From an optimization exercise on the open Yosys and OpenROAD flow, aimed at small area, a short achievable clock period and few clock cycles per item; shortcuts taken in it are not production practice.
RTL that was checked went through simulation tests only; none was proved equivalent to the original.
No functional check of the RTL was part of runs 1 to 4.

==> design.v <==
module riscv_m_unit(
    input  logic        clk,
    input  logic        resetn,
    input  logic        valid,
    input  logic [31:0] instruction,
    input  logic [31:0] rs1,
    input  logic [31:0] rs2,
    output logic        wr,
    output logic [31:0] rd,
    output logic        busy,
    output logic        ready
);
localparam logic [36:0] QV = 37'd12289;
localparam logic [3:0] S_IDLE  = 4'd0,
                       S_START = 4'd1,
                       S_MUL   = 4'd2,
                       S_MFIN  = 4'd3,
                       S_NEGX  = 4'd4,
                       S_ALIGN = 4'd5,
                       S_DIV   = 4'd6,
                       S_FIN   = 4'd7,
                       S_RFIX  = 4'd8,
                       S_FIXS  = 4'd9,
                       S_MQ3   = 4'd10,
                       S_MQSUB = 4'd11,
                       S_DONE  = 4'd12;
function automatic [4:0] hipos(input logic [31:0] v);
    logic [7:0]  nz;
    logic [15:0] pos;
    logic [2:0]  hn;
    integer i;
    for (i = 0; i < 8; i = i + 1) begin
        nz[i] = |v[4*i +: 4];
        pos[2*i +: 2] = v[4*i+3] ? 2'd3 : v[4*i+2] ? 2'd2 : v[4*i+1] ? 2'd1 : 2'd0;
    end
    hn = 3'd0;
    for (i = 0; i < 8; i = i + 1)
        if (nz[i]) hn = i[2:0];
    hipos = {hn, pos[2*hn +: 2]};
endfunction
function automatic [2:0] m3add(input logic [2:0] a, input logic [2:0] b);
    m3add[0] = (a[0] & b[0]) | (a[1] & b[2]) | (a[2] & b[1]);
    m3add[1] = (a[0] & b[1]) | (a[1] & b[0]) | (a[2] & b[2]);
    m3add[2] = (a[0] & b[2]) | (a[1] & b[1]) | (a[2] & b[0]);
endfunction
function automatic [16:0] div3(input logic [15:0] y);
    logic [2:0]  m [0:7];
    logic [2:0]  r [0:8];
    logic [2:0]  m54, m32, m10, m3210;
    logic [1:0]  d;
    logic [15:0] q;
    integer k;
    for (k = 0; k < 8; k = k + 1) begin
        d = y[2*k +: 2];
        m[k] = {d == 2'd2, d == 2'd1, (d == 2'd0) | (d == 2'd3)};
    end
    m54   = m3add(m[5], m[4]);
    m32   = m3add(m[3], m[2]);
    m10   = m3add(m[1], m[0]);
    m3210 = m3add(m32, m10);
    r[8] = 3'b001;
    r[7] = m[7];
    r[6] = m3add(m[7], m[6]);
    r[5] = m3add(r[6], m[5]);
    r[4] = m3add(r[6], m54);
    r[3] = m3add(r[4], m[3]);
    r[2] = m3add(r[4], m32);
    r[1] = m3add(r[2], m[1]);
    r[0] = m3add(r[4], m3210);
    for (k = 0; k < 8; k = k + 1) begin
        d = y[2*k +: 2];
        q[2*k+1] = (r[k+1][1] & d[1]) | r[k+1][2];
        q[2*k]   = (r[k+1][0] & (d == 2'd3)) | (r[k+1][1] & ~d[1]) | (r[k+1][2] & (d != 2'd0));
    end
    div3 = {r[0][2], r[0][1], q[14:0]};
endfunction
function automatic [2:0] bsel(input logic [2:0] d);
    case (d)
        3'b001, 3'b010: bsel = 3'b100;
        3'b011:         bsel = 3'b010;
        3'b100:         bsel = 3'b011;
        3'b101, 3'b110: bsel = 3'b101;
        default:        bsel = 3'b000;
    endcase
endfunction
localparam logic [3:0] OP_MUL  = 4'd0,
                       OP_MUL0 = 4'd1,    
                       OP_ADDM = 4'd2,    
                       OP_SUBM = 4'd3,    
                       OP_NEGH = 4'd4,    
                       OP_NEGX = 4'd5,    
                       OP_NEGL = 4'd6,    
                       OP_DIV  = 4'd7,    
                       OP_RFIX = 4'd8,    
                       OP_ADDQ = 4'd9,    
                       OP_MFIN = 4'd10;   
logic [3:0]  st, nst, op_n;
logic        rdy_q, busy_q, rsel;
logic [33:0] H;
logic [32:0] X;
logic [31:0] L;
logic [4:0]  cnt;
logic [2:0]  f3;
logic        cust;
logic        sn, sd, dzq, qzq;
logic        k_dneg;         
logic        k_a0, k_q1, k_x, k_h, k_l, k_q, k_inv;
logic [2:0]  k_b0, k_b1;         
logic [2:0]  b0_n, b1_n;
wire acc_m  = (instruction[6:0] == 7'b0110011) && (instruction[31:25] == 7'b0000001);
wire acc_c  = (instruction[6:0] == 7'b0001011);
wire accept = valid && (acc_m || acc_c);
wire op_mulq = cust & f3[1];
wire op_mulc = op_mulq | (~cust & ~f3[2]);     
wire op_div  = ~cust & f3[2];
wire div_q   = ~f3[1];           
wire mul_lo  = ~cust & (f3 == 3'd0);
wire mulhu   = ~cust & (f3 == 3'd3);
wire [4:0] ph    = hipos(H[31:0] ^ {32{sn}});
wire [4:0] px    = hipos(X[31:0] ^ {32{sd}});
wire [5:0] sdiff = {1'b0, ph} + {5'd0, sn} - {1'b0, px};
wire dz  = (X[31:0] == 32'd0);
wire qz  = sdiff[5];
wire [32:0] xsh = {1'b0, X[31:0]} << cnt;
wire need_neg = div_q ? (sn ^ sd) : sn;
wire dstart = (st == S_START) & op_div;
wire        mul_now = (st == S_MUL) | ((st == S_START) & op_mulc);
wire [4:0]  lim     = op_mulq ? 5'd4 : 5'd8;
wire [4:0]  cnt_n   = cnt + 5'd1;
wire        mul_end = mul_now & (cnt_n == lim);
wire [36:0] xs      = {{4{X[32] & op_mulc}}, X};
wire [16:0] d3 = div3({H[11:0], L[31:28]});
wire         inv0   = k_inv | k_dneg | k_b0[0];
wire         gx     = k_x;
wire [36:0]  hs     = {{3{H[33]}}, H};
wire [36:0]  add_a  = k_a0 ? 37'd0 : hs;
wire [36:0]  add_b0 = ((xs & {37{gx | k_b0[2]}}) | ({xs[35:0], 1'b0} & {37{k_b0[1]}})
                     | ({5'd0, H[31:0]} & {37{k_h}}) | ({5'd0, L} & {37{k_l}})
                     | (QV & {37{k_q}})) ^ {37{inv0}};
wire [36:0]  add_b1 = (({xs[34:0], 2'b00} & {37{k_b1[2]}}) | ({xs[33:0], 3'b000} & {37{k_b1[1]}})
                     | (QV & {37{k_q1}})) ^ {37{k_b1[0] | k_q1}};
wire         c0     = inv0;
wire         c1     = k_b1[0] | k_q1;
wire [36:0]  csa_s  = add_a ^ add_b0 ^ add_b1;
wire [36:0]  csa_c  = (add_a & add_b0) | (add_a & add_b1) | (add_b0 & add_b1);
wire [36:0]  S      = csa_s + {csa_c[35:0], c0} + {36'd0, c1};
wire         s_neg  = S[36];
always_comb begin
    nst = st;
    case (st)
        S_IDLE:  nst = accept ? S_START : S_IDLE;
        S_START: begin
            if (cust & ~f3[1]) nst = s_neg ? S_FIXS : S_DONE;
            else if (op_div)   nst = S_ALIGN;
        end
        S_MFIN:  nst = S_DONE;
        S_ALIGN: nst = (dzq | qzq) ? S_DONE : S_DIV;
        S_DIV:   if (cnt == 5'd0) nst = div_q ? (need_neg ? S_FIN : S_DONE) : S_RFIX;
        S_RFIX:  nst = sn ? S_FIN : S_DONE;
        S_FIN:   nst = S_DONE;
        S_FIXS:  nst = s_neg ? S_FIXS : S_DONE;
        S_MQ3:   nst = S_MQSUB;
        S_MQSUB: nst = s_neg ? S_FIXS : S_DONE;
        S_DONE:  nst = S_IDLE;
        default: nst = S_IDLE;
    endcase
    if (mul_now)
        nst = mul_end ? (op_mulq ? S_MQ3 : ((mulhu & L[3]) ? S_MFIN : S_DONE)) : S_MUL;
end
always_comb begin
    op_n = OP_ADDQ;
    b0_n = 3'b000;
    b1_n = 3'b000;
    case (st)
        S_IDLE: begin
            if (instruction[3] ? instruction[13] : ~instruction[14]) begin
                op_n = OP_MUL0;
                b0_n = bsel({rs1[1:0], 1'b0});
                b1_n = bsel(rs1[3:1]);
            end else if (instruction[3])
                op_n = instruction[12] ? OP_SUBM : OP_ADDM;
            else
                op_n = OP_NEGX;
        end
        S_START: begin
            if (op_div)        op_n = OP_NEGH;
            else if (op_mulc) begin
                op_n = OP_MUL;
                b0_n = bsel(L[5:3]);
                b1_n = bsel(L[7:5]);
            end
        end
        S_MUL: begin
            if (mul_end) op_n = OP_MFIN;
            else begin
                op_n = OP_MUL;
                b0_n = bsel(L[5:3]);
                b1_n = bsel(L[7:5]);
            end
        end
        S_ALIGN: op_n = OP_DIV;
        S_DIV:   op_n = (cnt == 5'd0) ? (div_q ? OP_NEGL : OP_RFIX) : OP_DIV;
        S_RFIX:  op_n = OP_NEGH;
        S_MQ3:   op_n = OP_SUBM;
        default: op_n = OP_ADDQ;
    endcase
end
always_ff @(posedge clk) begin
    k_b0   <= b0_n;
    k_b1   <= b1_n;
    k_a0   <= (op_n == OP_MUL0) | (op_n == OP_NEGH) | (op_n == OP_NEGX) | (op_n == OP_NEGL);
    k_q1   <= (op_n == OP_ADDM);
    k_x    <= (op_n == OP_ADDM) | (op_n == OP_SUBM) | (op_n == OP_NEGX) | (op_n == OP_DIV)
            | ((op_n == OP_RFIX) & s_neg) | (op_n == OP_MFIN);
    k_h    <= (op_n == OP_NEGH);
    k_l    <= (op_n == OP_NEGL);
    k_q    <= (op_n == OP_ADDQ);
    k_inv  <= (op_n == OP_SUBM) | (op_n == OP_NEGH) | (op_n == OP_NEGX) | (op_n == OP_NEGL);
    k_dneg <= (op_n == OP_DIV) & ((st == S_DIV) ? ~s_neg : 1'b1);
end
always_ff @(posedge clk or negedge resetn) begin
    if (!resetn) begin
        st     <= S_IDLE;
        rdy_q  <= 1'b0;
        busy_q <= 1'b0;
    end else begin
        st     <= nst;
        rdy_q  <= (nst == S_DONE);
        busy_q <= (nst != S_IDLE) && (nst != S_DONE);
    end
end
always_ff @(posedge clk)
    rsel <= mul_lo | (op_div & div_q & (st != S_FIN));
always_ff @(posedge clk) begin
    if (st == S_IDLE) begin
        H    <= {2'b00, rs1};
        X    <= {rs2[31] & ~instruction[14] & ~instruction[13] & ~instruction[3], rs2};
        L    <= rs1;
        f3   <= instruction[14:12];
        cust <= instruction[3];
        sn   <= rs1[31] & ~instruction[12];
        sd   <= rs2[31] & ~instruction[12];
        cnt  <= 5'd0;
    end
    if (mul_now) begin
        cnt  <= cnt_n;
        H    <= {S[36], S[36:4]};
        L    <= {S[3:0], L[31:4]};
    end
    if (dstart) begin
        L   <= dz ? 32'hffffffff : 32'd0;
        dzq <= dz;
        qzq <= qz;
        cnt <= sdiff[4:0];
        if (sd) X <= {1'b0, S[31:0]};
    end
    case (st)
        S_START: if (cust & ~f3[1]) H <= S[33:0];
        S_ALIGN: begin
            X <= xsh;
            if (sn & ~dzq & ~qzq) H <= {2'b00, S[31:0]};
        end
        S_DIV: begin
            H <= S[33:0];
            L <= {L[30:0], ~s_neg};
            if (cnt != 5'd0) begin
                X   <= {1'b0, X[32:1]};
                cnt <= cnt - 5'd1;
            end
        end
        S_MFIN, S_RFIX, S_FIN, S_FIXS, S_MQSUB: H <= S[33:0];
        S_MQ3: begin
            H <= {20'd0, d3[16:15], L[27:16]};
            X <= {18'd0, d3[14:0]};
        end
        default: ;
    endcase
end
assign rd    = rsel ? L : H[31:0];
assign ready = rdy_q;
assign wr    = rdy_q;
assign busy  = busy_q;
endmodule
==> run.sh <==
#!/bin/bash
# synth_recipe.tcl (not shown) runs the flow's synth.tcl, then flattens the netlist and writes it again
# the make line also repeats each setting of config.mk as NAME=value (left out here)
make -C /OpenROAD-flow-scripts/flow DESIGN_CONFIG=/design/flow/config.mk WORK_HOME=/design/flow/orfs CLKGATE_MAP_FILE= SYNTH_SCRIPT=/design/flow/synth_recipe.tcl finish
==> config.mk <==
export PLATFORM = sky130hd
export DESIGN_NAME = riscv_m_unit
export DESIGN_NICKNAME = riscv_m_unit
export VERILOG_FILES = /design/flow/design.v
export SDC_FILE = /design/flow/constraint.sdc
export NUM_CORES = 4
export LEC_CHECK = 0
export CAP_MARGIN = 50
export CORE_MARGIN = 2
export CORE_UTILIZATION = 40
export SETUP_SLACK_MARGIN = 5
export SLEW_MARGIN = 70
export TNS_END_PERCENT = 100
==> constraint.sdc <==
create_clock -name core_clock -period 11.0 [get_ports {clk}]
set_input_delay 2.2000 -clock core_clock [delete_from_list [all_inputs] [get_ports {clk}]]
set_output_delay 2.2000 -clock core_clock [all_outputs]
set_load 0.01 [all_outputs]
==> notes.md, run 1 <==
When the netlist entered floorplanning its net count stood at 2446. STA classifies the critical path startpoint as a register. Routability-driven placement finished with a final weighted congestion of 0.959.

The number of enable-type register cells in the synthesized netlist was 40. The tools report the highest clock frequency the design can meet as 0.178 GHz. The flow ran to the end and the layout has no timing, DRC or antenna violations.

Timing analysis after detailed placement gives a worst setup slack of 5.64 ns. The pin count of the biggest net entering global routing was 64; the total inserted antenna cells was 0. Capturing element type of the critical path: a register. The run gives 5.81 ns as the worst path arrival time.

The number of placed instances, taps included, is 2745. The net count reported at finish came out at 2458. The share of post-route cells with drive strength above 1 was 0.124; the non-filler instance count after layout was 2785. The number of hold buffers added after CTS was 0. Compared with the post-synthesis result, the final layout area differs by 19.2%.

The average instance in the mapped netlist occupies 7.42 µm². Clock tree synthesis found a total of 133 sinks. The portion of the clock cycle consumed by the worst path in the final layout is 0.510. The area fraction of the dominant cell type after synthesis was 0.105; the cell count after synthesis was 2228.

The tools report the warning count from the yosys run as 3. The region available for standard cell placement spans 40800 µm². 134 I/O pins were placed. Setup repair after global routing left no endpoint under its margin. The clock-pin slew of the registers on the worst-case setup and hold paths is 0.06 ns, and the worst endpoint required time is 11.21 ns.

Counting cells, the worst reg-to-reg path comes to 18. The logs give 2 for the initial antenna violation count and 0 ns for the setup TNS. Number of different library cells in the post-synthesis netlist: 83. The overflow left after global routing is 0, and the number of design-rule violations left by the first detailed-router iteration is 2766. Leaving out fill and tap cells, the most frequent cell in the layout is nand2_1. The overall track demand over capacity in global routing came out at 0.332. The top cell types in the final layout, fill and taps aside, are nand2_1, a21oi_1, clkdlybuf4s50_1. The critical path in this run is classified as reg2reg.

The first global-routing pass estimated 110000 µm of wire. Root buffer cell: clkbuf_16. The first TritonRoute pass finished after 9 iterations.

The clock passes through at most 2 buffers. The width of the chip is 207 µm, and the async set-reset flop share out of synthesis is 0.0451. At the later pin of the worst-skew pair, clock insertion delay measures 0.46 ns. The run gives 16940 as the via count of the first global-routing pass. At the pin with the least slew margin, the transition time is 0.479 ns. The count of final hold-check violations was 0; the post-route DRC violation count was 0. In this run the worst hold path is classified as reg2reg. In this run, CTS created clock tree buffers numbering 17.

The worst hold path was traced through 2 stages. TritonCTS built the clock tree. The tools report the die area as 43000 µm². Of all nets on the critical path, the largest fanout is 30. In the synthesized netlist the dominant register cell turns out to be dfxtp_1. In the final routed layout, each cell accounts on average for 26.3 µm. By area the synthesized netlist is led by dfxtp_1, nand2_1, edfxtp_1. Sequential share of the synthesized area: 0.187.

The detail route stage leaves a number of antenna-violating nets equal to 0. In this run, synthesis produced a sequential element count of 133. The logs give 0 for the final-report setup violation count and 5.39 ns for the setup slack of the critical path after layout. Row generation in the floorplan step produced 74 rows. The initial core utilization is 0.405, and the worst relative slew slack is 0.678. The H-tree was split into 4 levels. The placed wire-length estimate after detailed placement is 53900 µm.

For the finished layout, the period the worst path requires is 5.61 ns. During placement, the flow inserted port buffers numbering 118. Buffers added to address setup during post-CTS repair amount to 0. Summed over all instances, the cell type with the most area after synthesis is dfxtp_1. The max-slew violation count was 0; the vertical die dimension was 207 µm. The logs give 18193 for the via count and 73400 µm for the wire length reported by the detailed router. For the worst clock skew, the log shows 0.0137 ns. The post-synth design cell area came out at 16500 µm².

Using the TritonRoute via totals, the vias-per-cell ratio works out to 6.53. The tool flagged a number of max-cap violations equal to 0. In this run, post-CTS repair resized a total of 0 instances.
worst max-delay path, stage by stage, from the launching register on:
cell      delay [ns]
dfxtp_1         0.30
nor3_1          0.21
buf_4           0.31
clkinv_1        0.11
clkbuf_8        0.27
xnor2_1         0.22
fa_1            0.55
fa_1            0.24
inv_1           0.08
fa_1            0.46
nor2b_1         0.17
o31a_1          0.21
o31a_1          0.21
o22a_1          0.30
a22o_1          0.42
nand4_1         0.33
and3_1          0.30
or2_2           0.43
a21o_1          0.22
kinds of logic after synthesis:
kind of cell | share of synthesized area
adder cells (fa/ha/maj) | 0.108
buffers and inverters | 0.0702
XOR/XNOR | 0.0615
AND/OR/NAND/NOR | 0.209
AO/OA/AOI/OAI | 0.292
multiplexers | 0.0722
flip-flops | 0.187
sequential cells by signal, summed over array words and instances (netlist names), 3 cells and up:
register and cells:
f3 3, X 33, L 32, cnt 5, k_b0 3, k_b1 3
H 34, st 4
path summary, 6_finish.rpt:
path | startpoint | endpoint | slack [ns]
max | k_b0[0]$_DFF_P_ | L[0]$_DFFE_PP_ | 5.39
min | H[32]$_DFF_P_ | H[32]$_DFF_P_ | 0.51
max reg2reg | k_b0[0]$_DFF_P_ | L[0]$_DFFE_PP_ | 5.39
min reg2reg | H[32]$_DFF_P_ | H[32]$_DFF_P_ | 0.51
max in group asynchronous | resetn | st[0]$_DFF_PN0_ | 8.81
min in group asynchronous | resetn | rdy_q$_DFF_PN0_ | 1.97
area by class of cell:
class / instances / area (µm²)
Clock inverter: 11 / 121
Tap cell: 532 / 666
Inverter: 113 / 430
Clock buffer: 21 / 482
Fill cell: 4030 / 21100
Timing Repair Buffer: 187 / 1970
Multi-Input combinational cell: 1788 / 12900
Sequential cell: 133 / 3150
Yosys cell counts, types with 24 or more instances:
library cell  number
mux2_2            28
nor2_1           115
a311oi_1          32
xnor2_1           89
nand3_1           56
dfxtp_1           87
a22oi_1           48
a222oi_1          54
nand2b_1          54
nor3_1            30
fa_1              39
a21oi_1          172
ha_1              80
mux2i_1           36
inv_1            106
a31oi_1           24
edfxtp_1          40
nand2_1          384
o21ai_0          110
a21o_1            50
nor2b_1           40
xor2_1            27
clkbuf_1         177
routing by layer:
metal / global-route usage / vias to the layer above / wire length [µm]
met2: 0.493 / 1029 / 31700
li1: - / 8133 / -
met5: 0 / - / 13
met1: 0.468 / 8881 / 30700
met3: 0.0697 / 148 / 7830
met4: 0.135 / 2 / 3110
per-stage QoR:
step | hold slack [ns] | util | cell area (µm²)
floorplan | 0.445 | - | 16500
global placement | 0.462 | 0.439 | 17900
detailed placement | 0.480 | 0.461 | 18800
CTS | 0.502 | 0.475 | 19400
global route | 0.527 | 0.482 | 19700
finish | 0.505 | 0.482 | 19700
==> run 2: changes to the inputs <==
--- a/config.mk
+++ b/config.mk
@@ -5,9 +5,9 @@
 export SDC_FILE = /design/flow/constraint.sdc
 export NUM_CORES = 4
 export LEC_CHECK = 0
-export CAP_MARGIN = 50
+export CAP_MARGIN = 20
 export CORE_MARGIN = 2
 export CORE_UTILIZATION = 40
 export SETUP_SLACK_MARGIN = 5
-export SLEW_MARGIN = 70
+export SLEW_MARGIN = 20
 export TNS_END_PERCENT = 100
==> run 2 against run 1 <==
Against the previous run:
- still clean on timing, DRC and antenna
- flip-flop and latch count did not move
- critical path depth did not move
- synthesized area stayed put
- utilization decreased by 2.8 points
- worst setup slack worse by 0.13 ns
- clock-buffer cell count decreased by 2
- non-clock buffer count fell by 37
- sequential share of layout area is 0.69 points higher
- final cell count decreased by 1.3%
- largest cell class unchanged
- highest routed layer unchanged
==> notes.md, run 2 <==
The run finished with no timing, DRC or antenna violations. In this run the worst path has a maximum fanout of 30. The highest clock frequency the design can meet came out at 0.174 GHz.

The worst setup path is captured at a register. Walking the worst path, the cells encountered are nor3_1 -> buf_4 -> clkinv_1 -> buf_4 -> xnor2_1 -> fa_1 -> fa_1 -> inv_1 -> fa_1 -> nor2b_1 -> o31a_1 -> o31a_1 -> o22a_1 -> a22o_1 -> nand4_1 -> and3_1 -> o21ai_0 -> a21boi_0. The run gives 0 ns as the setup TNS. Critical path's slowest cell: o21ai_0.

The overall track demand over capacity in global routing came out at 0.329. The final routed wire length divided by cell count is 26.4 µm. The clock net sink count is 133, and the warning count from the yosys run is 3.

Data on the critical path is required at its endpoint by 11.29 ns. The most repeated library cell on the critical path was fa_1. In this run the critical register-to-register path is captured at rdy_q$_DFF_PN0_. The run gives 3 as the initial antenna violation count. The worst hold path stage count was 2. For the number of design-rule violations left by the first detailed-router iteration, the log shows 2541. The logs give 0.260 for the worst relative slew slack and 52700 µm for the placed wire-length estimate after detailed placement. In the layout the commonest cells are nand2_1, a21oi_1, clkdlybuf4s50_1. In the final layout, the multi-input gates occupy 12300 µm².

In the synthesized netlist, the number of instances is 2228. Entering global routing, the biggest net connects 67 pins. After clock tree synthesis, the setup repair step added 0 buffers. The worst hold path endpoint is H[32]$_DFF_P_. The H-tree was split into 4 levels. The number of nets in the synthesized netlist is 2446. The library cell used most frequently in the layout, excluding fill and tap cells, is nand2_1. By area the synthesized netlist is led by dfxtp_1, nand2_1, edfxtp_1.

The setup slack of the critical path after layout is 5.27 ns. At the placement stage, the worst setup path has a slack of 5.31 ns. In the final layout, the registers with the most flip-flops are H x34, X x33, L x32.

The portion of the clock cycle consumed by the worst path in the final layout works out to 0.521. The run gives 10 as the first-pass iteration count of the detailed router. Number of fillers in the final layout: 4128. The floorplan step set the die width to 207 µm. Via count: 17993. Max-cap violations in this run came to 0. For this run, the post-layout net count is 2421.

The predominant post-synthesis flop cell is dfxtp_1. The die covers 43000 µm². H holds more flip-flops than any other register. In this design, the stage delay of the slowest critical-path cell is 0.82 ns. Dividing the detail-routed via count by the number of cells gives 6.55.

The share of post-route cells with drive strength above 1 is 0.0677. The async set-reset flop share out of synthesis is 0.0451. The die is 207 µm tall. After floorplanning, the core was divided into 74 placement rows. For the worst flop-to-flop path, the logic depth is 18.

STA puts the critical path data arrival time at 6.02 ns. The commonest cells after synthesis are nand2_1, clkbuf_1, a21oi_1. For the final core utilization, the log shows 0.454. Across the routed clock network, the largest skew measured is 0.0174 ns.

The type of the setup path with the least slack was reg2reg. The tools report the remaining antenna violation count as 0. In the final layout, flip-flops and latches occupy 3100 µm². The tightest hold path in the finished design has a slack of 0.496 ns.

In this run the most critical hold path is launched from H[32]$_DFF_P_. For the number of different library cells in the post-synthesis netlist, the log shows 83. The core outline area is 40800 µm², and the synthesized flop and latch total is 133. TritonCTS built the clock tree.

The first global-routing pass estimated 109000 µm of wire. The leading cell type by number of instances after synthesis was nand2_1. The longest clock path from root to sink contains 2 buffers. The tools report the final-report setup violation count as 0. Number of enable-type register cells in the synthesized netlist: 40. The final layout contains routed wiring with a total length of 72500 µm.

The routability congestion estimate is 0.959, and the number of flip-flops in the largest register is 34. Buffers inserted to repair hold after CTS numbered 0. The setup slack of the worst register-to-register path is 5.27 ns.

The tree is rooted in a clkbuf_16. In this run the cell area of the synthesized design comes to 16500 µm². For the via count of the first global-routing pass, the log shows 16671. At the pin with the least slew margin, the transition time is 1.11 ns. For the sequential share of the synthesized area, the log shows 0.187. The initial core utilization came out at 0.405.

The post-layout minimum cycle time is 5.73 ns. Compared with the post-synthesis result, the final layout area differs by 12.2%. The clock-pin slew of the registers on the worst-case setup and hold paths was 0.07 ns; the mean area per synthesized cell was 7.42 µm². The number of CTS-inserted buffers was 17. The clock reaches the later pin of the worst-skew pair after 0.46 ns.

The area fraction of the dominant cell type after synthesis is 0.105. The worst setup path is launched from a register. For this run the aggregate overflow at the end of global routing stands at 0.

For the count of final hold-check violations, the log shows 0. The min-delay analysis places its worst path in the category reg2reg. After detailed routing, the number of remaining DRC violations is 0.

The max-slew violation count was 0. The count of instances resized after the clock tree is built came out at 0. The worst register-to-register path begins at k_b0[0]$_DFF_P_. Setup repair after global routing left no endpoint under its margin. The synthesized design spends more area on one cell type than any other, namely dfxtp_1. 134 I/O pins were placed.

Port buffering added 118 buffers.
[run 2: cell type report]
cell class | count | area share
well taps | 532 | 0.0359
repair buffers | 150 | 0.0776
clock inverters | 12 | 0.00836
inverters | 113 | 0.0229
multi-input cells | 1788 | 0.664
clock buffers | 19 | 0.0239
diodes | 1 | 0.000135
flip-flops and latches | 133 | 0.167
[run 2: cell families after synthesis]
family | after synthesis | synth area share
flops | 133 | 0.187
mux | 87 | 0.0722
compound gates | 701 | 0.292
buf+inv | 307 | 0.0702
fa+ha+maj | 119 | 0.108
simple gates | 765 | 0.209
xor+xnor | 116 | 0.0615
[run 2: worst max-delay path: cells and delay by family (launching register included)]
kind	cells	cell delay (ns)
buffers and inverters	4	0.78
adders and majority gates	3	1.25
AOI/OAI and AO/OA	6	2.02
and+or+nand+nor	4	0.95
xor gates and xnor gates	1	0.23
DFF	1	0.30
[run 2: metrics by stage]
stage / area [µm²] / std cells
2_1_floorplan: 16500 / 2228
3_3_place_gp: 17900 / 2714
3_5_place_dp: 17900 / 2715
4_1_cts: 18500 / 2746
5_1_grt: 18500 / 2747
6_report: 18500 / 2748
[run 2: worst max path at each step]
stage	from	end	depth (start not counted)
2_1_floorplan	k_b0[0]$_DFF_P_	X[30]$_DFF_P_	17
3_3_place_gp	k_b0[0]$_DFF_P_	rdy_q$_DFF_PN0_	18
3_5_place_dp	k_b0[0]$_DFF_P_	rdy_q$_DFF_PN0_	18
4_1_cts	k_b0[0]$_DFF_P_	rdy_q$_DFF_PN0_	18
5_1_grt	k_b0[0]$_DFF_P_	rdy_q$_DFF_PN0_	18
6_report	k_b0[0]$_DFF_P_	rdy_q$_DFF_PN0_	18
[run 2: per-layer routing]
layer | vias to the layer above | part of all wire | global-route usage | routed length [µm]
met5 | - | 0.00018 | 0 | 13
met4 | 2 | 0.041 | 0.137 | 2980
met3 | 164 | 0.11 | 0.0737 | 7750
met2 | 1092 | 0.43 | 0.486 | 31000
met1 | 8666 | 0.42 | 0.460 | 30700
li1 | 8069 | - | - | -
==> run 3: changes to the inputs <==
==> flow/run.sh (new file) <==
#!/bin/bash
set -euo pipefail
bash standard.sh SETUP_SLACK_MARGIN=6.5 finish > standard_flow.log 2>&1
==> standard.sh (new file) <==
#!/bin/bash
# synth_recipe.tcl (not shown) runs the flow's synth.tcl, then flattens the netlist and writes it again
# the make line also repeats each setting of config.mk as NAME=value (left out here)
make -C /OpenROAD-flow-scripts/flow DESIGN_CONFIG=/design/flow/config.mk WORK_HOME=/design/flow/orfs CLKGATE_MAP_FILE= SYNTH_SCRIPT=/design/flow/synth_recipe.tcl "${@:-finish}"
--- a/config.mk
+++ b/config.mk
@@ -8,6 +8,5 @@
 export CAP_MARGIN = 20
 export CORE_MARGIN = 2
 export CORE_UTILIZATION = 40
-export SETUP_SLACK_MARGIN = 5
 export SLEW_MARGIN = 20
 export TNS_END_PERCENT = 100
removed: run.sh
==> run 3 against run 2 <==
Against the previous run:
- design area rose by 6.2%
- non-clock buffer count rose by 43
- utilization rose by 2.8 points
- synthesized cell count did not move
- die area did not move
==> notes.md, run 3 <==
Setup violations remaining at the end of the flow were counted as 0. For this block, the initial DRC count from the detailed router was 2383. The register with the most flip-flops in the layout has 34 of them. After detailed routing, the total wire length is 75500 µm. The tree is rooted in a clkbuf_16. In the synthesized netlist, the cells that appear most often are nand2_1, clkbuf_1, a21oi_1.

The worst setup path is captured at a register. Setup repair after global routing could not meet its margin everywhere. The floorplan step defined a die boundary enclosing 43000 µm². The largest stage delay on the critical path is 0.53 ns. In this run the worst path has a maximum fanout of 6. The run gives 0.0119 ns as the worst clock skew.

The area fraction of the dominant cell type after synthesis works out to 0.105. TritonCTS built the clock tree. The final routed wire length divided by cell count came out at 27.0 µm. STA puts the critical path data required time at 11.32 ns.

Hold repair after CTS inserted 0 buffers. The clock-pin slew of the registers on the worst-case setup and hold paths was 0.07 ns. The via density per instance was 6.60. The worst setup path is launched from a register. The async set-reset flop share out of synthesis came out at 0.0451.

Timing would allow up to 0.221 GHz. The mean area per synthesized cell is 7.42 µm², and the pin count of the biggest net entering global routing is 66. dfxtp_1 takes more of the synthesized area than any other cell. Synthesis inferred 133 register bits. At the later pin of the worst-skew pair, clock insertion delay measures 0.47 ns.

The tools report the max-slew violation count as 0. The clock net sink count is 133. For the pin with the worst max-slew slack, the measured transition is 1.16 ns. At the end of routability-driven placement, the weighted congestion stood at 0.986. In this run the remaining antenna-violating nets after routing total 0. The critical path is of the reg2reg type. More flip-flops sit in one register than any other, and that register is H.

The first global-routing pass estimated 111000 µm of wire. For this design the top-level I/O count stands at 134. The portion of the clock cycle consumed by the worst path in the final layout is 0.411, and the initial antenna violation count is 2.

The total of max-cap violations came out at 0. In the post-synthesis netlist, the biggest area contributors are dfxtp_1, nand2_1, edfxtp_1.

For the sequential share of the synthesized area, the log shows 0.187. For this run, design rule violations remaining after detail routing come to 0. The count of final hold-check violations is 0.

Data arrives at the worst endpoint at 4.84 ns. For the routing usage on met1, the log shows 0.446. The slowest stage of the critical path belongs to the cell fa_1.

The signal on the critical path passes through buf_12 -> a221o_1 -> a21oi_2 -> xnor2_2 -> fa_1 -> fa_2 -> inv_2 -> fa_2 -> nor2b_2 -> o31a_1 -> o31a_1 -> o22a_1 -> a22o_4 -> o41ai_4 -> buf_6 -> o21ai_4 -> xnor2_4 -> o221ai_1. The Yosys step of the flow raised 3 warnings. The routing layer with the top usage in global route is met2.

The share of post-route cells with drive strength above 1 was 0.126; the worst-case setup slack after placement was 5.05 ns. Relative to the synthesized area, the layout overhead comes to 19.2%. In this run, synthesis inferred 40 flip-flops with an integrated enable.

The tools report the number of CTS-inserted buffers as 17. Leaving out fill and tap cells, the most frequent cells in the layout are nand2_1, a21oi_1, clkdlybuf4s50_1. The tools report the cell count after synthesis as 2228. When the netlist entered floorplanning its net count stood at 2446. The met3 track utilization from global routing came out at 0.0926. In the final layout, the registers with the most flip-flops are H x34, X x33, L x32.

The floorplan has 74 rows. The quantity of I/O buffers inserted on ports was 118. The logs give 0.405 for the initial core utilization and 0.339 for the overall track demand over capacity in global routing.

No sink is reached through more buffers than the 2 on the longest clock path. The run gives 0.228 as the worst relative slew slack. The core region is 40800 µm². The number of different library cells used by synthesis comes to 83.

Detailed routing inserted a total of 18450 vias. The fraction of met2 tracks used by global routing is 0.504, and the post-layout minimum cycle time is 4.53 ns. Summing every instance area after synthesis gives 16500 µm².

From bottom edge to top edge, the die measures 207 µm. The run gives 17491 as the via count of the first global-routing pass. Leaving out fill and tap cells, the most frequent cell in the layout is nand2_1.

The leading cell type by number of instances after synthesis is nand2_1. The run gives 0 as the overflow left after global routing. In the final timing run, aggregate negative setup slack is 0 ns.

The tightest min-delay check is of the reg2reg type. Final core utilization: 0.483. The run gives 6.47 ns as the setup slack of the critical path after layout. The placed wire-length estimate after detailed placement is 52600 µm. The flow ran to the end and the layout has no timing, DRC or antenna violations.

The width of the chip came out at 207 µm. In this run the number of H-tree levels came out at 4. The first TritonRoute pass finished after 7 iterations. For this run, the leading register cell type out of synthesis is dfxtp_1. The net count reported at finish is 2466.
==> run 3: cell counts after synthesis <==
Identical to the previous run, type by type.
==> run 3: kinds of logic after synthesis <==
logic type,synth area share
flops,0.187
fa+ha+maj,0.108
xor+xnor,0.0615
mux,0.0722
buf+inv,0.0702
compound gates,0.292
simple gates,0.209
==> run 3: final timing paths <==
check | startpoint | end | slack (ns) | cells after the start
worst min register to register | H[33]$_DFF_P_ | H[33]$_DFF_P_ | 0.51 | 2
min in group asynchronous | resetn | busy_q$_DFF_PN0_ | 1.97 | 1
worst min-delay path | H[33]$_DFF_P_ | H[33]$_DFF_P_ | 0.51 | 2
worst max register to register | k_h$_DFF_P_ | H[30]$_DFF_P_ | 6.47 | 18
max in group asynchronous | resetn | st[3]$_DFF_PN0_ | 8.82 | 1
worst max-delay path | k_h$_DFF_P_ | H[30]$_DFF_P_ | 6.47 | 18
==> run 3: through the flow <==
stage	cell area, µm²	std cells	hold WS, ns
after global placement	17900	2716	0.464
after global routing	19700	2793	0.529
after floorplan	16500	2228	0.445
after CTS	19200	2773	0.493
final	19700	2795	0.507
after detailed placement	17900	2716	0.477
==> run 3: per-layer routing <==
metal | vias up | wire, µm
li1 | 8156 | -
met1 | 8885 | 29600
met2 | 1170 | 32300
met3 | 237 | 9120
met4 | 2 | 4490
met5 | - | 11
==> run 3: cell type report <==
cell class / instances / area [µm²]
antenna: 2 / 5.00
clock buffer: 18 / 450
clock inverter: 14 / 164
fill: 4056 / 21100
inverter: 113 / 427
multi-input combinational: 1790 / 12900
sequential: 133 / 3120
tap: 532 / 666
timing repair buffer: 193 / 1950
==> run 3: critical path: cells and delay by family, from the launching register on <==
kind,cells,cell delay (ns)
fa+ha+maj,3,1.14
simple gates,1,0.05
compound gates,9,2.06
xor+xnor,2,0.35
flops,1,0.37
buf+inv,3,0.39
==> run 3: what timing repair did <==
item / in CTS / in global routing
endpoints found under the setup margin: 121 / 50
gates cloned: 4 / 2
resized for setup: 67 / 72
buffers inserted: 21 / 17
pin swaps: 23 / 27
==> run 4: changes to the inputs <==
==> flow/run.sh (replaced) <==
#!/bin/bash
set -euo pipefail
bash standard.sh SETUP_SLACK_MARGIN=7.5 finish > standard_flow.log 2>&1
==> run 4 against run 3 <==
Against the previous run:
- hold slack worse by 0.010 ns
- via count rose by 3.9%
- die area did not move
- design area increased by 9.0%
- clock-buffer cell count down 1
- critical path depth unchanged
- clock skew grew 0.0051 ns
- worst setup slack worse by 0.025 ns
- maximum frequency is 0.56% lower
- global-route usage is 2.1 points higher
- critical endpoint unchanged
- largest cell class unchanged
- highest routed layer unchanged
==> notes.md, run 4 <==
TritonCTS built the clock tree. The run gives 0.360 as the overall track demand over capacity in global routing. In the final design database the tool counted 2543 nets.

In the final layout, the registers with the most flip-flops are H x34, X x33, L x32. The final core utilization was 0.526. The area fraction of the dominant cell type after synthesis came out at 0.105. From synthesis to final layout, the design area changed by 29.9%. The core region is 40800 µm².

Fill cells in the final layout number 3808. The flow ran to the end and the layout has no timing, DRC or antenna violations. By area the synthesized netlist is led by dfxtp_1, nand2_1, edfxtp_1. The logs give 16500 µm² for the post-synth design cell area and 3200 µm² for the sequential cell area in the final layout. The count of final hold-check violations is 0. Worst clock skew: 0.0170 ns. In this run the worst path has a maximum fanout of 15. After detailed routing, the number of remaining DRC violations is 0.

The number of hold-repair buffers added at the cts stage is 0, and the mean area per synthesized cell is 7.42 µm². Detailed routing inserted a total of 19169 vias. The worst setup path is launched from a register.

After synthesis, the most frequently instantiated cells are nand2_1, clkbuf_1, a21oi_1. The H-tree was split into 4 levels. The first TritonRoute pass finished after 10 iterations. The run gives 0 ns as the setup TNS.

Setup violations remaining at the end of the flow were counted as 0. Number of different library cells in the post-synthesis netlist: 83. Highest clock frequency the design can meet: 0.220 GHz. The overflow left after global routing is 0.

The congestion estimate from routability-driven global placement came to 0.960. Measured along the x axis, the die boundary spans 207 µm. For this run, the leading register cell type out of synthesis is dfxtp_1. The transition time at the pin with the least slew margin is 1.20 ns, and the number of enable-type register cells in the synthesized netlist is 40. The insertion delay of the later-clocked pin in the worst-skew pair is 0.46 ns.

CTS placed an instance of clkbuf_16 at the clock tree root. The async set-reset flop share out of synthesis came out at 0.0451. The run gives 0.201 as the worst relative slew slack. For the cell count after synthesis, the log shows 2228. For the worst setup path, the data required time is 11.30 ns. The post-layout minimum cycle time is 4.55 ns. The multi-input combinational cells in the finished layout cover a total of 13700 µm². The share of post-route cells with drive strength above 1 is 0.225.

The synthesized flop and latch total was 133. The sequential share of the synthesized area came out at 0.187. The die area came out at 43000 µm².

The register with the most flip-flops in the layout has 34 of them. Ranked by flip-flop count, first place goes to H. The remaining antenna violation count is 0. After detailed routing, the average wire length per cell comes to 28.1 µm. Clock-pin slew was measured on the worst setup and hold paths at 0.07 ns. The number of clock buffers added by TritonCTS is 17. Leaving out fill and tap cells, the most frequent cell in the layout is nand2_1. The initial core utilization is 0.405. The type of the setup path with the least slack is reg2reg. Via count of the first global-routing pass: 17627. Leading cell type by number of instances after synthesis: nand2_1. Summed over all layers, the routed wires come to 80600 µm. The tools report the standard-cell row count as 74. Warning count from the yosys run: 3. The logs give 4 for the initial antenna violation count and 0 for the max-slew violation count. STA classifies the critical path endpoint as a register. Synthesis produced a netlist with a net count of 2446.

The first global-routing pass estimated 117000 µm of wire. The tools report the placed wire-length estimate after detailed placement as 53500 µm. At the worst endpoint, the arrival time is 4.85 ns. The run gives 133 as the clock net sink count. For this block, the initial DRC count from the detailed router was 2715. The worst min-delay path category is reg2reg. Entering global routing, the biggest net connects 82 pins. The quantity of I/O buffers inserted on ports is 118, and the portion of the clock cycle consumed by the worst path in the final layout is 0.414. Leaving out fill and tap cells, the most frequent cells in the layout are nand2_1, a21oi_1, nor2_1. The tools report the largest buffer count on any clock path as 2. The tools report the total of max-cap violations as 0. Dominant cell type by area after synthesis: dfxtp_1. For this design the top-level I/O count stands at 134. The floorplan step set the die height to 207 µm. The via density per instance works out to 6.68. Setup repair after global routing could not meet its margin everywhere.
-- run 4: cell count changes in the layout (fill, tap and decap cells not counted), sizes merged --
cell / change
or2: -1
clkdlybuf4s50: -36
dlymetal6s2s: +1
bufbuf: -2
bufinv: +2
clkinvlp: -1
diode: -1
buf: +110
inv: +1
dlygate4sd2: +3
-- run 4: metrics by stage --
| step | instance area (µm²) | std cells | hold slack (ns) | worst slack, ns |
|---|---|---|---|---|
| 3_3_place_gp | 18100 | 2716 | 0.464 | 5.16 |
| 6_report | 21500 | 2871 | 0.497 | 6.45 |
| 5_1_grt | 21500 | 2871 | 0.507 | 6.39 |
| 3_5_place_dp | 18100 | 2716 | 0.464 | 5.07 |
| 4_1_cts | 20800 | 2846 | 0.486 | 6.42 |
| 2_1_floorplan | 16800 | 2228 | 0.445 | 6.77 |
-- run 4: cells by family after synthesis --
family,synth area share
and+or+nand+nor,0.209
AOI/OAI and AO/OA,0.292
buffers and inverters,0.0702
DFF,0.187
adders and majority gates,0.108
xor gates and xnor gates,0.0615
muxes,0.0722
-- run 4: what timing repair did --
action	CTS	global route
endpoints found under the setup margin	128	119
setup buffers	93	21
gates resized for setup	442	100
pin swaps	73	57
cloned	5	2
-- run 4: final cells by class --
class / count / share of cell area
clock inverter: 15 / 0.00932
multi-input combinational: 1789 / 0.640
timing repair inverter: 1 / 0.000757
inverter: 113 / 0.0210
sequential: 133 / 0.149
tap: 532 / 0.0310
clock buffer: 17 / 0.0198
antenna: 1 / 0.000117
timing repair buffer: 270 / 0.129
-- run 4: worst max-delay path: stages, from the launching register on --
cell	delay (ns)
dfxtp_2	0.33
nor3_4	0.23
buf_12	0.20
clkinv_16	0.12
xnor2_2	0.19
fa_1	0.46
fa_2	0.39
inv_2	0.07
fa_2	0.21
nor2b_2	0.05
o31a_1	0.30
o31a_1	0.31
o22a_2	0.25
a22o_4	0.28
o41ai_4	0.21
buf_4	0.20
o21ai_2	0.08
xnor2_2	0.31
o221ai_1	0.15
-- run 4: path summary, 6_finish.rpt --
check	start	endpoint	slack (ns)	cells after the start
max	k_inv$_DFF_P_	H[30]$_DFF_P_	6.45	18
min	H[33]$_DFF_P_	H[33]$_DFF_P_	0.50	2
max reg2reg	k_inv$_DFF_P_	H[30]$_DFF_P_	6.45	18
min reg2reg	H[33]$_DFF_P_	H[33]$_DFF_P_	0.50	2
max in group asynchronous	resetn	st[3]$_DFF_PN0_	8.80	1
min in group asynchronous	resetn	busy_q$_DFF_PN0_	1.98	1
-- run 4: per-layer routing --
metal,vias up,share of wire,global-route usage
met3,230,0.12,0.0741
met4,4,0.061,0.181
met5,-,0.00030,0
met1,9305,0.39,0.481
li1,8312,-,-
met2,1318,0.43,0.550
==> run 5: changes to the inputs <==
--- a/design.v
+++ b/design.v
@@ -25,18 +25,10 @@
                        S_MQSUB = 4'd11,
                        S_DONE  = 4'd12;
 function automatic [4:0] hipos(input logic [31:0] v);
-    logic [7:0]  nz;
-    logic [15:0] pos;
-    logic [2:0]  hn;
     integer i;
-    for (i = 0; i < 8; i = i + 1) begin
-        nz[i] = |v[4*i +: 4];
-        pos[2*i +: 2] = v[4*i+3] ? 2'd3 : v[4*i+2] ? 2'd2 : v[4*i+1] ? 2'd1 : 2'd0;
-    end
-    hn = 3'd0;
-    for (i = 0; i < 8; i = i + 1)
-        if (nz[i]) hn = i[2:0];
-    hipos = {hn, pos[2*hn +: 2]};
+    hipos = 5'd0;
+    for (i = 0; i < 32; i = i + 1)
+        if (v[i]) hipos = i[4:0];
 endfunction
 function automatic [2:0] m3add(input logic [2:0] a, input logic [2:0] b);
     m3add[0] = (a[0] & b[0]) | (a[1] & b[2]) | (a[2] & b[1]);
@@ -104,7 +96,7 @@
 logic        cust;
 logic        sn, sd, dzq, qzq;
 logic        k_dneg;         
-logic        k_a0, k_q1, k_x, k_h, k_l, k_q, k_inv;
+logic        k_q1, k_x, k_h, k_l, k_q, k_ainv, k_bn;
 logic [2:0]  k_b0, k_b1;         
 logic [2:0]  b0_n, b1_n;
 wire acc_m  = (instruction[6:0] == 7'b0110011) && (instruction[31:25] == 7'b0000001);
@@ -130,27 +122,27 @@
 wire        mul_end = mul_now & (cnt_n == lim);
 wire [36:0] xs      = {{4{X[32] & op_mulc}}, X};
 wire [16:0] d3 = div3({H[11:0], L[31:28]});
-wire         inv0   = k_inv | k_dneg | k_b0[0];
-wire         gx     = k_x;
+wire         inv0   = k_bn | k_dneg | k_b0[0];
 wire [36:0]  hs     = {{3{H[33]}}, H};
-wire [36:0]  add_a  = k_a0 ? 37'd0 : hs;
-wire [36:0]  add_b0 = ((xs & {37{gx | k_b0[2]}}) | ({xs[35:0], 1'b0} & {37{k_b0[1]}})
-                     | ({5'd0, H[31:0]} & {37{k_h}}) | ({5'd0, L} & {37{k_l}})
+wire [36:0]  add_a  = ((hs & {37{k_h}}) | ({5'd0, L} & {37{k_l}})) ^ {37{k_ainv}};
+wire [36:0]  add_b0 = ((xs & {37{k_x | k_b0[2]}}) | ({xs[35:0], 1'b0} & {37{k_b0[1]}})
                      | (QV & {37{k_q}})) ^ {37{inv0}};
 wire [36:0]  add_b1 = (({xs[34:0], 2'b00} & {37{k_b1[2]}}) | ({xs[33:0], 3'b000} & {37{k_b1[1]}})
                      | (QV & {37{k_q1}})) ^ {37{k_b1[0] | k_q1}};
-wire         c0     = inv0;
+wire         c0     = inv0 | k_ainv;
 wire         c1     = k_b1[0] | k_q1;
 wire [36:0]  csa_s  = add_a ^ add_b0 ^ add_b1;
 wire [36:0]  csa_c  = (add_a & add_b0) | (add_a & add_b1) | (add_b0 & add_b1);
-wire [36:0]  S      = csa_s + {csa_c[35:0], c0} + {36'd0, c1};
+wire [37:0]  sum_x  = {csa_s, c1} + {csa_c[35:0], c0, c1};
+wire [36:0]  S      = sum_x[37:1];
 wire         s_neg  = S[36];
+wire         q_neg  = S[16];
 always_comb begin
     nst = st;
     case (st)
         S_IDLE:  nst = accept ? S_START : S_IDLE;
         S_START: begin
-            if (cust & ~f3[1]) nst = s_neg ? S_FIXS : S_DONE;
+            if (cust & ~f3[1]) nst = q_neg ? S_FIXS : S_DONE;
             else if (op_div)   nst = S_ALIGN;
         end
         S_MFIN:  nst = S_DONE;
@@ -158,9 +150,9 @@
         S_DIV:   if (cnt == 5'd0) nst = div_q ? (need_neg ? S_FIN : S_DONE) : S_RFIX;
         S_RFIX:  nst = sn ? S_FIN : S_DONE;
         S_FIN:   nst = S_DONE;
-        S_FIXS:  nst = s_neg ? S_FIXS : S_DONE;
+        S_FIXS:  nst = q_neg ? S_FIXS : S_DONE;
         S_MQ3:   nst = S_MQSUB;
-        S_MQSUB: nst = s_neg ? S_FIXS : S_DONE;
+        S_MQSUB: nst = q_neg ? S_FIXS : S_DONE;
         S_DONE:  nst = S_IDLE;
         default: nst = S_IDLE;
     endcase
@@ -208,14 +200,14 @@
 always_ff @(posedge clk) begin
     k_b0   <= b0_n;
     k_b1   <= b1_n;
-    k_a0   <= (op_n == OP_MUL0) | (op_n == OP_NEGH) | (op_n == OP_NEGX) | (op_n == OP_NEGL);
+    k_h    <= (op_n != OP_MUL0) & (op_n != OP_NEGX) & (op_n != OP_NEGL);
     k_q1   <= (op_n == OP_ADDM);
     k_x    <= (op_n == OP_ADDM) | (op_n == OP_SUBM) | (op_n == OP_NEGX) | (op_n == OP_DIV)
             | ((op_n == OP_RFIX) & s_neg) | (op_n == OP_MFIN);
-    k_h    <= (op_n == OP_NEGH);
     k_l    <= (op_n == OP_NEGL);
     k_q    <= (op_n == OP_ADDQ);
-    k_inv  <= (op_n == OP_SUBM) | (op_n == OP_NEGH) | (op_n == OP_NEGX) | (op_n == OP_NEGL);
+    k_ainv <= (op_n == OP_NEGH) | (op_n == OP_NEGL);
+    k_bn   <= (op_n == OP_SUBM) | (op_n == OP_NEGX);
     k_dneg <= (op_n == OP_DIV) & ((st == S_DIV) ? ~s_neg : 1'b1);
 end
 always_ff @(posedge clk or negedge resetn) begin
==> flow/run.sh (replaced) <==
#!/bin/bash
set -euo pipefail
bash standard.sh SETUP_SLACK_MARGIN=6.5 finish > standard_flow.log 2>&1
--- a/config.mk
+++ b/config.mk
@@ -7,6 +7,6 @@
 export LEC_CHECK = 0
 export CAP_MARGIN = 20
 export CORE_MARGIN = 2
-export CORE_UTILIZATION = 40
+export CORE_UTILIZATION = 60
 export SLEW_MARGIN = 20
 export TNS_END_PERCENT = 100
==> run 5 against run 4 <==
Against the previous run:
- still clean
- via count fell by 2.2%
- first-iteration DRC count up 11%
- clock-buffer cell count up 2
- worst setup slack improved by 0.021 ns
- final cell count is 9.4% lower
- highest routed layer is now met4
==> notes.md, run 5 <==
The clock net in this run drives a total of 133 sinks. In the final routed layout, each cell accounts on average for 26.0 µm. The top cell types in the final layout, fill and taps aside, are nand2_1, a21oi_1, o21ai_0.

Fill cells in the final layout number 2286. The largest registers in the layout are H x34, X x33, L x32. The async set-reset flop share out of synthesis is 0.0451. For this run, the leading register cell type out of synthesis is dfxtp_1. Yosys attributes the largest share of cell area to dfxtp_1, edfxtp_1, nand2_1. The via count is 18746, and the worst relative slew slack is 0.167. Counting every net in the synthesized netlist gives 2471.

The root buffer cell was clkbuf_16. Adding up every negative setup slack in the final design gives 0 ns. The number of flip-flops in the largest register was 34. After detailed routing, the total wire length is 67700 µm.

The max-slew violation count was 0. The run finished with no timing, DRC or antenna violations. The width of the chip is 170 µm, and the first-pass iteration count of the detailed router is 20.

The logs give 16912 for the via count of the first global-routing pass and 28900 µm² for the die area. By count the netlist is led by nand2_1, clkbuf_1, a21oi_1. The type of element launching the critical path was a register.

The startpoint identified for the worst register-to-register timing path is k_x$_DFF_P_. The worst setup path is captured at a register. The number of different library cells in the post-synthesis netlist is 80, and the portion of the clock cycle consumed by the worst path in the final layout is 0.412.

After the first detailed-routing iteration, the DRC count stood at 3019. The worst min-delay path category was reg2reg. The warning count from the yosys run was 3. The logs give 134 for the I/O pin count and 47300 µm for the placed wire-length estimate after detailed placement. The detail route stage leaves a number of antenna-violating nets equal to 0. The initial core utilization was 0.611; the insertion delay of the later-clocked pin in the worst-skew pair was 0.44 ns. At the pin with the least slew margin, the transition time is 1.24 ns.

The logs give 0.0212 ns for the worst clock skew and 11.28 ns for the worst endpoint required time. The type of the setup path with the least slack is reg2reg. The largest buffer count on any clock path came out at 2. The area fraction of the dominant cell type after synthesis came out at 0.105. TritonCTS built the clock tree.

The clock-pin slew of the registers on the worst-case setup and hold paths is 0.07 ns. The run gives 0 as the overflow left after global routing. The run gives 99900 µm as the first-pass GRT wire length. The net count reported at finish was 2462; the routability congestion estimate was 1.01. The floorplan has 60 rows. The pin count of the biggest net entering global routing was 83; the synthesized flop and latch total was 133. The launch instance of the worst min-delay path is H[33]$_DFF_P_.

The tools report the number of CTS-inserted buffers as 17. The share of post-route cells with drive strength above 1 was 0.0917; the number of enable-type register cells in the synthesized netlist was 40. The floorplan step set the die height to 170 µm. The mean area per synthesized cell is 7.33 µm². By instance count, the leading cell after synthesis is nand2_1. Ranked by flip-flop count, first place goes to H.

Summed over all instances, the cell type with the most area after synthesis is dfxtp_1. After detailed routing, the number of remaining DRC violations is 0. The launching element of the worst setup path was k_x$_DFF_P_. The worst path arrival time came out at 4.81 ns. The run gives 0.187 as the sequential share of the synthesized area. Most common library cell in the layout ignoring fill and taps: nand2_1.

The highest clock frequency the design can meet was 0.221 GHz. Max-cap violations in this run came to 0. The H-tree depth reported by CTS is 4.

After synthesis the cells add up to 16500 µm². The count of final hold-check violations is 0, and the core outline area is 27000 µm². The run gives 0.451 as the overall track demand over capacity in global routing. The cell count after synthesis came out at 2253. The tools report the final core utilization as 0.698.

The via density per instance came out at 7.21. The worst path needs 4.53 ns of the cycle, external delays included. The final-report setup violation count was 0; the signed area change from the synthesized netlist to the final layout was 14.2%.

Setup repair after global routing could not meet its margin everywhere. The quantity of I/O buffers inserted on ports was 118; the worst hold slack across all endpoints was 0.483 ns. The initial antenna violation count was 2; the critical-path maximum fanout was 7.
run 5: cell count changes in the layout (fill, tap and decap cells not counted), sizes merged, moves of 25 or more:
cell,before,now
nand2b,54,20
a222oi,54,15
clkdlybuf4s50,82,118
buf,181,46
a21o,50,23
nand2,386,309
inv,117,145
nand3,56,92
a22oi,50,105
nor2,116,141
a311oi,32,4
run 5: path summary, 6_finish.rpt:
kind,to,slack (ns),cells past startpoint
hold / removal,H[33]$_DFF_P_,0.48,2
setup reg to reg,H[29]$_DFF_P_,6.47,19
setup / recovery,H[29]$_DFF_P_,6.47,19
hold reg to reg,H[33]$_DFF_P_,0.48,2
max in group asynchronous,st[3]$_DFF_PN0_,8.82,1
min in group asynchronous,st[0]$_DFF_PN0_,1.98,1
run 5: final cells by class:
cell class                      instances  area, µm²  share of cell area
Antenna cell                            2       5.00            0.000265
Clock buffer                           19        464              0.0246
Clock inverter                         13        155             0.00822
Inverter                              139        527              0.0279
Multi-Input combinational cell       1785      12500               0.663
Sequential cell                       133       3120               0.166
Tap cell                              341        427              0.0226
Timing Repair Buffer                  168       1660              0.0880
run 5: logic make-up (layout without fill, tap and decap cells):
logic type / after synthesis / after routing / share of synthesized area
compound gates: 719 / 719 / 0.291
other cells: 0 / 2 / 0
simple gates: 708 / 709 / 0.192
xor+xnor: 153 / 153 / 0.0811
buf+inv: 336 / 339 / 0.0770
flops: 133 / 133 / 0.187
mux: 85 / 85 / 0.0640
fa+ha+maj: 119 / 119 / 0.107
run 5: critical path, cell delays in order, from the launching register on:
cell and delay [ns]:
dfxtp_2 0.36, or2_4 0.31, buf_12 0.15, buf_12 0.12, buf_4 0.12, a22oi_1 0.16, xnor2_1 0.13, fa_1 0.53
inv_1 0.05, ha_1 0.34, nand4_1 0.21, nor2_2 0.08, buf_4 0.14, a221oi_2 0.36, o2111ai_2 0.24, a31oi_2 0.32
o21ba_2 0.21, o21bai_1 0.11, xnor2_2 0.24, o221ai_1 0.16
run 5: per-stage QoR:
| step | worst slack, ns | cells | cell area, µm² |
|---|---|---|---|
| after floorplan | 6.54 | 2253 | 16500 |
| after global placement | 5.73 | 2545 | 17700 |
| after detailed placement | 5.72 | 2545 | 17700 |
| after CTS | 6.50 | 2580 | 18400 |
| after global routing | 6.35 | 2598 | 18900 |
| final | 6.47 | 2600 | 18900 |
run 5: layer usage:
layer | vias to the layer above | track usage | wire [µm] | part of all wire
met2 | 1531 | 0.693 | 29100 | 0.43
met3 | 305 | 0.102 | 9290 | 0.14
met1 | 8764 | 0.600 | 25100 | 0.37
li1 | 8146 | - | - | -
met5 | - | 0 | 0 | 0
met4 | 0 | 0.218 | 4230 | 0.062
run 5: repair_timing:
| item | CTS | global route |
|---|---|---|
| gates cloned | 0 | 2 |
| hold buffers | 0 | 0 |
| endpoints found under the setup margin | 37 | 40 |
| setup buffers | 3 | 14 |
| resized for setup | 19 | 69 |
| pin swaps | 2 | 10 |
Testbench counts of run 5, summed over its fixed seeds: cycles 40,021, items 4,800.
==> run 6: changes to the inputs <==
--- a/config.mk
+++ b/config.mk
@@ -7,6 +7,6 @@
 export LEC_CHECK = 0
 export CAP_MARGIN = 20
 export CORE_MARGIN = 2
-export CORE_UTILIZATION = 60
+export CORE_UTILIZATION = 40
 export SLEW_MARGIN = 20
 export TNS_END_PERCENT = 100
==> run 6 against run 5 <==
Against the previous run:
- global-route usage fell by 14 points
- hold slack got worse by 0.0052 ns
- critical endpoint is now L[0]$_DFFE_PP_
- highest routed layer unchanged
==> notes.md, run 6 <==
The worst relative slew slack is 0.259, and the vertical die dimension is 207 µm. In this run the critical register-to-register path is launched from k_x$_DFF_P_. Routability-driven placement finished with a final weighted congestion of 0.913. The family with the most delay on the worst path is compound AO/OA/AOI/OAI gates.

Dominant cell type by area after synthesis: dfxtp_1. The routed design has 69000 µm of wire. The launching element of the worst setup path is k_x$_DFF_P_. During synthesis, Yosys emitted a total of 3 warnings. The tools report the total of max-cap violations as 0. The tools report the initial antenna violation count as 1.

Main combinational cell family by area after synthesis: compound AO/OA/AOI/OAI gates. Global routing finished with a remaining overflow of 0. Counting the buffers created by CTS gives 17.

The highest clock frequency the design can meet was 0.226 GHz. The register with the most flip-flops in the layout has 34 of them. The adder-cell area share of the yosys netlist works out to 0.107. The pin count of the biggest net entering global routing was 79.

By count the netlist is led by nand2_1, clkbuf_1, a21oi_1. The tools report the initial core utilization as 0.405. The overall track demand over capacity in global routing is 0.306. The critical path goes through or2_4 -> buf_4 -> a22oi_2 -> xnor2_2 -> fa_1 -> inv_2 -> ha_4 -> o211ai_1 -> a21boi_2 -> o2111ai_2 -> a31oi_4 -> a21oi_2 -> o21ba_2 -> a21oi_2 -> a21oi_1 -> xnor2_1 -> buf_4 -> a2bb2oi_1. In the routed layout, each cell is associated on average with a via count of 6.46. Setup repair after global routing could not meet its margin everywhere. The startpoint identified for the worst hold timing path is H[33]$_DFF_P_.

The remaining antenna violation count is 0, and the share of the synthesized area in compound gates (AO/OA/AOI/OAI) is 0.291. H holds more flip-flops than any other register. At the end of the flow, the number of nets in the layout was 2470.

The async set-reset flop share out of synthesis was 0.0451. For this run, the leading register cell type out of synthesis is dfxtp_1. The sequential share of the synthesized area came out at 0.187. The tightest min-delay check is of the reg2reg type. The cell count after synthesis is 2253, and the quantity of I/O buffers inserted on ports is 118.

Area fraction of the dominant cell type after synthesis: 0.105. TritonCTS built the clock tree. The first global-routing pass estimated 102000 µm of wire. The first detailed-routing pass took 8 iterations. The number of enable-type register cells in the synthesized netlist was 40; the max-slew violation count was 0. The xor/xnor cell area share of the yosys netlist was 0.0811. The tools report the root buffer cell as clkbuf_16. The final-report setup violation count was 0.

In this run, post-CTS hold repair placed 0 buffers. The count of final hold-check violations came out at 0. The run finished with no timing, DRC or antenna violations. Across the routed clock network, the largest skew measured is 0.0101 ns. The clock net sink count was 133; the share of synthesized area spent on multiplexers was 0.0640. The logs give 74 for the standard-cell row count and 0.46 ns for the insertion delay of the later-clocked pin in the worst-skew pair. The die covers 42900 µm².

At the pin with the least slew margin, the transition time is 1.10 ns. Among all stages on the critical path, the largest delay is contributed by fa_1. The tools report the final core utilization as 0.467.

The worst path arrival time was 4.61 ns; the critical-path maximum fanout was 7. The tools report the number of different library cells in the post-synthesis netlist as 80. The capturing element type of the critical path is a register. The tools report the largest buffer count on any clock path as 2. For this run, design rule violations remaining after detail routing come to 0. Post-synthesis share of cell area spent on and, or, nand and nor gates: 0.192.

Final routed wire length divided by cell count: 24.7 µm. Leaving out fill and tap cells, the most frequent cells in the layout are nand2_1, a21oi_1, o21ai_0. Counting flops and latches in the post-synthesis netlist gives 133.

The number of nets handed over by synthesis was 2471. The type of element launching the critical path was a register. The tools report the via count as 18082. The I/O pin count is 134. For the post-synth design cell area, the log shows 16500 µm². The run gives 11.18 ns as the worst endpoint required time.

The share of post-route cells with drive strength above 1 is 0.0945. The largest registers in the layout are H x34, X x33, L x32. The number of design-rule violations left by the first detailed-router iteration is 2191. Sorting the synthesized cells by area gives the leading types as dfxtp_1, edfxtp_1, nand2_1.

By instance count, the leading cell after synthesis is nand2_1. The H-tree depth reported by CTS came out at 4. Compared with the post-synthesis result, the final layout area differs by 15.6%.

In this run the horizontal extent of the chip is 207 µm. The portion of the clock cycle consumed by the worst path in the final layout was 0.403; the via count of the first global-routing pass was 16530. Most common library cell in the layout ignoring fill and taps: nand2_1. The post-layout minimum cycle time is 4.43 ns. Each instance of the synthesized netlist takes up on average 7.33 µm². The logs give 0 ns for the setup TNS and 50200 µm for the placed wire-length estimate after detailed placement.

Type of the setup path with the least slack: reg2reg. The largest stage delay on the critical path was 0.51 ns. After clock tree synthesis, the clock-pin slew on the worst setup and hold paths is 0.07 ns. The core outline area was 40800 µm²; the count of buffer and inverter cells on the critical path was 3.
-- run 6: area by class of cell --
type                       count  area, µm²
fill                        4065      21700
antenna                        2       5.00
clock inverter                12        114
clock buffer                  20        479
multi-input combinational   1786      12500
sequential                   133       3130
inverter                     139        524
timing repair buffer         175       1680
tap                          532        666
-- run 6: what timing repair did --
action	in CTS	in global routing
pin swaps	1	23
gates resized for setup	23	61
cloned	0	3
buffers inserted	6	18
setup endpoints to repair	60	35
-- run 6: kinds of logic (layout without fill, tap and decap cells) --
family,after synthesis,after routing
adder cells (fa/ha/maj),119,119
AND/OR/NAND/NOR,708,710
other,0,2
XOR/XNOR,153,153
multiplexers,85,85
AO/OA/AOI/OAI,719,719
flip-flops,133,133
buffers and inverters,336,346
-- run 6: per-stage QoR --
stage	std cells	instance area, µm²	setup slack, ns	hold slack [ns]
after global routing	2797	19100	6.45	0.506
final	2799	19100	6.57	0.478
after CTS	2772	18600	6.43	0.480
after floorplan	2253	16500	6.54	0.433
after detailed placement	2734	17900	5.46	0.464
after global placement	2733	17900	5.47	0.449
-- run 6: worst paths after layout --
kind	cells after the start	slack (ns)	end
min reg2reg	2	0.48	H[33]$_DFF_P_
max reg2reg	18	6.57	L[0]$_DFFE_PP_
min	2	0.48	H[33]$_DFF_P_
max in group asynchronous	1	8.82	st[1]$_DFF_PN0_
min in group asynchronous	1	1.97	busy_q$_DFF_PN0_
max	18	6.57	L[0]$_DFFE_PP_
-- run 6: routing by layer --
layer,wire [µm],vias to the layer above,GRT usage
met3,5830,146,0.0443
met5,0,-,0
met2,30300,994,0.464
met4,3320,0,0.137
li1,-,8174,-
met1,29600,8768,0.431
-- run 6: worst reg2reg max path: stages (launching register included) --
cell       delay [ns]
dfxtp_4          0.38
or2_4            0.31
buf_4            0.15
a22oi_2          0.18
xnor2_2          0.10
fa_1             0.51
inv_2            0.05
ha_4             0.28
o211ai_1         0.14
a21boi_2         0.21
o2111ai_2        0.24
a31oi_4          0.37
a21oi_2          0.15
o21ba_2          0.24
a21oi_2          0.23
a21oi_1          0.13
xnor2_1          0.14
buf_4            0.20
a2bb2oi_1        0.17

==> re-timing with driven ports <==
The results above use ideal ports. As a check the final layouts listed here were re-extracted and re-timed, cells and wires unchanged. Step 1 (the two cells are an assumption about what drives the block):
set clk [get_ports {clk}]
set_driving_cell -lib_cell sky130_fd_sc_hd__clkbuf_16 $clk
set_driving_cell -lib_cell sky130_fd_sc_hd__buf_2 [delete_from_list [all_inputs] $clk]
Step 2, shift: input delay + t, output delay - t, t = (earliest + latest rising clock arrival at the registers) / 2. This alone moves slack from input paths to output paths. a / b / c = ideal ports / drivers / drivers and shift; a / b = the first two.
| run | t (ns) | setup WS [ns] | worst data-port slew with drivers (ns) |
|---|---|---|---|
| run 1 | 0.504 | 5.395 / 5.395 / 5.395 | 0.07 |
| run 2 | 0.508 | 5.269 / 5.269 / 5.269 | 0.09 |
| run 3 | 0.514 | 6.475 / 6.475 / 6.475 | 0.06 |
| run 4 | 0.502 | 6.449 / 6.449 / 6.449 | 0.06 |
| run 5 | 0.488 | 6.471 / 6.471 / 6.471 | 0.06 |
| run 6 | 0.510 | 6.567 / 6.567 / 6.542 | 0.07 |
After both steps setup and hold are still met in every run listed. The setup slack of run 6, which loses most, moves by 0.000 ns with the drivers and by -0.025 ns with both steps.
